From an optimization exercise on the open Yosys and OpenROAD flow, aimed at small area and a short achievable clock period; shortcuts taken in it are not production practice. The RTL was checked by simulation tests, not by an equivalence proof against the original design. Power figures rest on the tool's default switching activity, not on a simulated workload.

Setup of indigo:
==> flow/design.v (excerpt) <==
module mac5 #(parameter WIDTH=32)
   (input logic [(WIDTH/2)-1:0] a,
    input logic [(WIDTH/2)-1:0] b,
    input logic               clk, reset,
    output logic [WIDTH-1:0]  out);
   logic [15:0] ra;
   logic [7:0] bneg, bone, btwo;
   logic rb15;
   wire [16:0] bx = {b, 1'b0};
   logic f;
   logic q2_0_0;
   logic q2_1_0;
   logic q2_2_0;
   logic q2_3_0;
   logic q2_3_1;
   logic q2_3_2;
   logic q2_4_0;
   logic q2_4_1;
   logic q2_5_0;
   logic q2_5_1;
   logic q2_6_0;
   logic q2_6_1;
   logic q2_7_0;
   logic q2_7_1;
   logic q2_8_0;
   logic q2_8_1;
   logic q2_9_0;
   logic q2_9_1;
   logic q2_10_0;
   logic q2_10_1;
   logic q2_11_0;
   logic q2_11_1;
   logic q2_11_2;
   logic q2_11_3;
   logic q2_12_0;
   logic q2_12_1;
   logic q2_12_2;
   logic q2_13_0;
   logic q2_13_1;
   logic q2_13_2;
   logic q2_14_0;
   logic q2_14_1;
   logic q2_14_2;
   logic q2_15_0;
   logic q2_15_1;
   logic q2_15_2;
   logic q2_16_0;
   logic q2_16_1;
   logic q2_16_2;
   logic q2_16_3;
   logic q2_17_0;
   logic q2_17_1;
   logic q2_17_2;
   logic q2_17_3;
   logic q2_18_0;
   logic q2_18_1;
   logic q2_18_2;
   logic q2_18_3;
   logic q2_19_0;
   logic q2_19_1;
   logic q2_19_2;
   logic q2_19_3;
   logic q2_20_0;
   logic q2_20_1;
   logic q2_20_2;
   logic q2_20_3;
   logic q2_21_0;
  ...
Size: roughly 970 cells after synthesis, ~210 flip-flops, about 66 I/O pins.
export LEC_CHECK = 0
export ABC_CLOCK_PERIOD_IN_PS = 1000
export CAP_MARGIN = 20
export CORE_MARGIN = 2
export CORE_UTILIZATION = 40
export SETUP_SLACK_MARGIN = 4.5
export SLEW_MARGIN = 20
export SYNTH_HIERARCHICAL = 1
export SYNTH_MINIMUM_KEEP_SIZE = 0
create_clock -name core_clock -period 7.0 [get_ports {clk}]
standard.sh (not shown) runs the stock make flow with config.mk's settings and CLKGATE_MAP_FILE= SYNTH_SCRIPT=/design/flow/synth_recipe.tcl, a recipe that flattens the netlist after the stock synthesis.
==> flow/flow/run.sh <==
#!/bin/bash
# Standard layout, with port buffers of a plain buffer cell, sizing not held to
# the cells' footprints, and a clock tree without dummy loads.
bash standard.sh MATCH_CELL_FOOTPRINT=0 \
  BUFFER_PORTS_ARGS="-buffer_cell sky130_fd_sc_hd__buf_1" \
  CTS_ARGS="-sink_clustering_enable -repair_clock_nets -dont_use_dummy_load -sink_clustering_size 30 -sink_clustering_max_diameter 60 -root_buf sky130_fd_sc_hd__clkbuf_16 -buf_list {sky130_fd_sc_hd__clkbuf_4 sky130_fd_sc_hd__clkbuf_8 sky130_fd_sc_hd__clkbuf_16}" \
  finish > standard.log 2>&1
> inputs changed (indigo -> sierra)
- an added TNS_END_PERCENT of 10
- a change of SETUP_SLACK_MARGIN from 4.5 to 4.6
==> flow/flow/run.sh <==
#!/bin/bash
# Standard layout, with port buffers of a plain buffer cell, sizing not held to
# the cells' footprints, and a clock tree without dummy loads.
bash standard.sh MATCH_CELL_FOOTPRINT=0 \
  BUFFER_PORTS_ARGS="-buffer_cell sky130_fd_sc_hd__buf_1" \
  CTS_ARGS="-sink_clustering_enable -repair_clock_nets -dont_use_dummy_load -sink_clustering_size 30 -sink_clustering_max_diameter 60" \
  finish > standard.log 2>&1
sierra vs indigo on peak fanout along the critical path: sierra is the lower one. Count of instances resized after the clock tree is built on sierra is up relative to indigo. Post-layout worst setup margin | sierra above indigo. The lower final-layout clock buffer total came out of indigo. sierra against indigo; power density of the placed cells is down slightly. sierra vs. indigo: wire length the detailed router placed on met1 went up by about 8%. reg -> out as the type of the setup path with the least slack was reported by sierra, and reg -> reg by indigo.
What harbor does differently from sierra at the input level:
- SETUP_SLACK_MARGIN: 4.6 -> 4.5
- TNS_END_PERCENT: 10 -> 5
## What came out
Measured against each other, sierra and harbor differ in global routing usage on met1, the higher figure coming from sierra. Critical setup path kind = reg -> out: sierra; critical setup path kind = reg -> reg: harbor. The overall power consumption of harbor was superior to that of sierra. harbor vs sierra on routed wire length on met2: harbor is the higher one. Looking at non-clock buffer count, harbor sits 20 lower than sierra does. Layout overhead on the synthesized area ends up lower on harbor. Relative to sierra, sequential share of layout area increased by 0.55 points in harbor. Between sierra and harbor, fraction of power spent switching nets increased. Compared to sierra, harbor has relative contribution of combinational cells to total power 0.4 points lower. harbor: fraction of area in multi-input gates 0.88 points above sierra. Setup WNS sierra -> harbor: worse.
Changes in lagoon relative to harbor:
- removing TNS_END_PERCENT (formerly 5)
diff --git a/flow/flow/run.sh b/flow/flow/run.sh
--- a/flow/flow/run.sh
+++ b/flow/flow/run.sh
@@ -6 +6 @@
-  CTS_ARGS="-sink_clustering_enable -repair_clock_nets -dont_use_dummy_load -sink_clustering_size 30 -sink_clustering_max_diameter 60" \
+  CTS_ARGS="-sink_clustering_enable -repair_clock_nets -dont_use_dummy_load -sink_clustering_size 24 -sink_clustering_max_diameter 50 -root_buf sky130_fd_sc_hd__clkbuf_16 -buf_list sky130_fd_sc_hd__clkbuf_8" \
Findings:
Compared with harbor, lagoon shows non-clock buffer count higher by 9.0%. Proportion of final cell area spent on non-clock buffers: lagoon vs harbor up 0.70 points. In lagoon the power per cell area turned out 1.9% lower than in harbor.

-- afterwards: timing with drivers on the ports --
How much do the figures lean on ideal ports? The routed layouts below were timed once more, with nothing changed but the port constraints.
Step 1 (the two cells are an assumption about what drives the block):
set clk [get_ports {clk}]
set_driving_cell -lib_cell sky130_fd_sc_hd__clkbuf_16 $clk
set_driving_cell -lib_cell sky130_fd_sc_hd__buf_2 [delete_from_list [all_inputs] $clk]
Step 2 moves the port delays by t, midway between the first and last clock arrival at a register: inputs arrive t later, outputs are due t later. That takes back most of the time a late clock gives input paths.
a / b / c = ideal / step 1 / step 2; a / b = the first two.
run	t (ns)	setup slack, ns	clock arrival spread, ns	worst data-port slew with drivers (ns)	cell pins on the clock port's net
indigo	0.530	4.567 / 4.516 / 4.567	0.059 / 0.059	0.04	1
sierra	0.532	4.583 / 4.535 / 4.611	0.069 / 0.069	0.04	1
harbor	0.536	4.527 / 4.508 / 4.527	0.045 / 0.045	0.04	1
lagoon	0.516	4.504 / 4.504 / 4.504	0.062 / 0.062	0.04	1
After both steps every run listed still meets setup and hold.
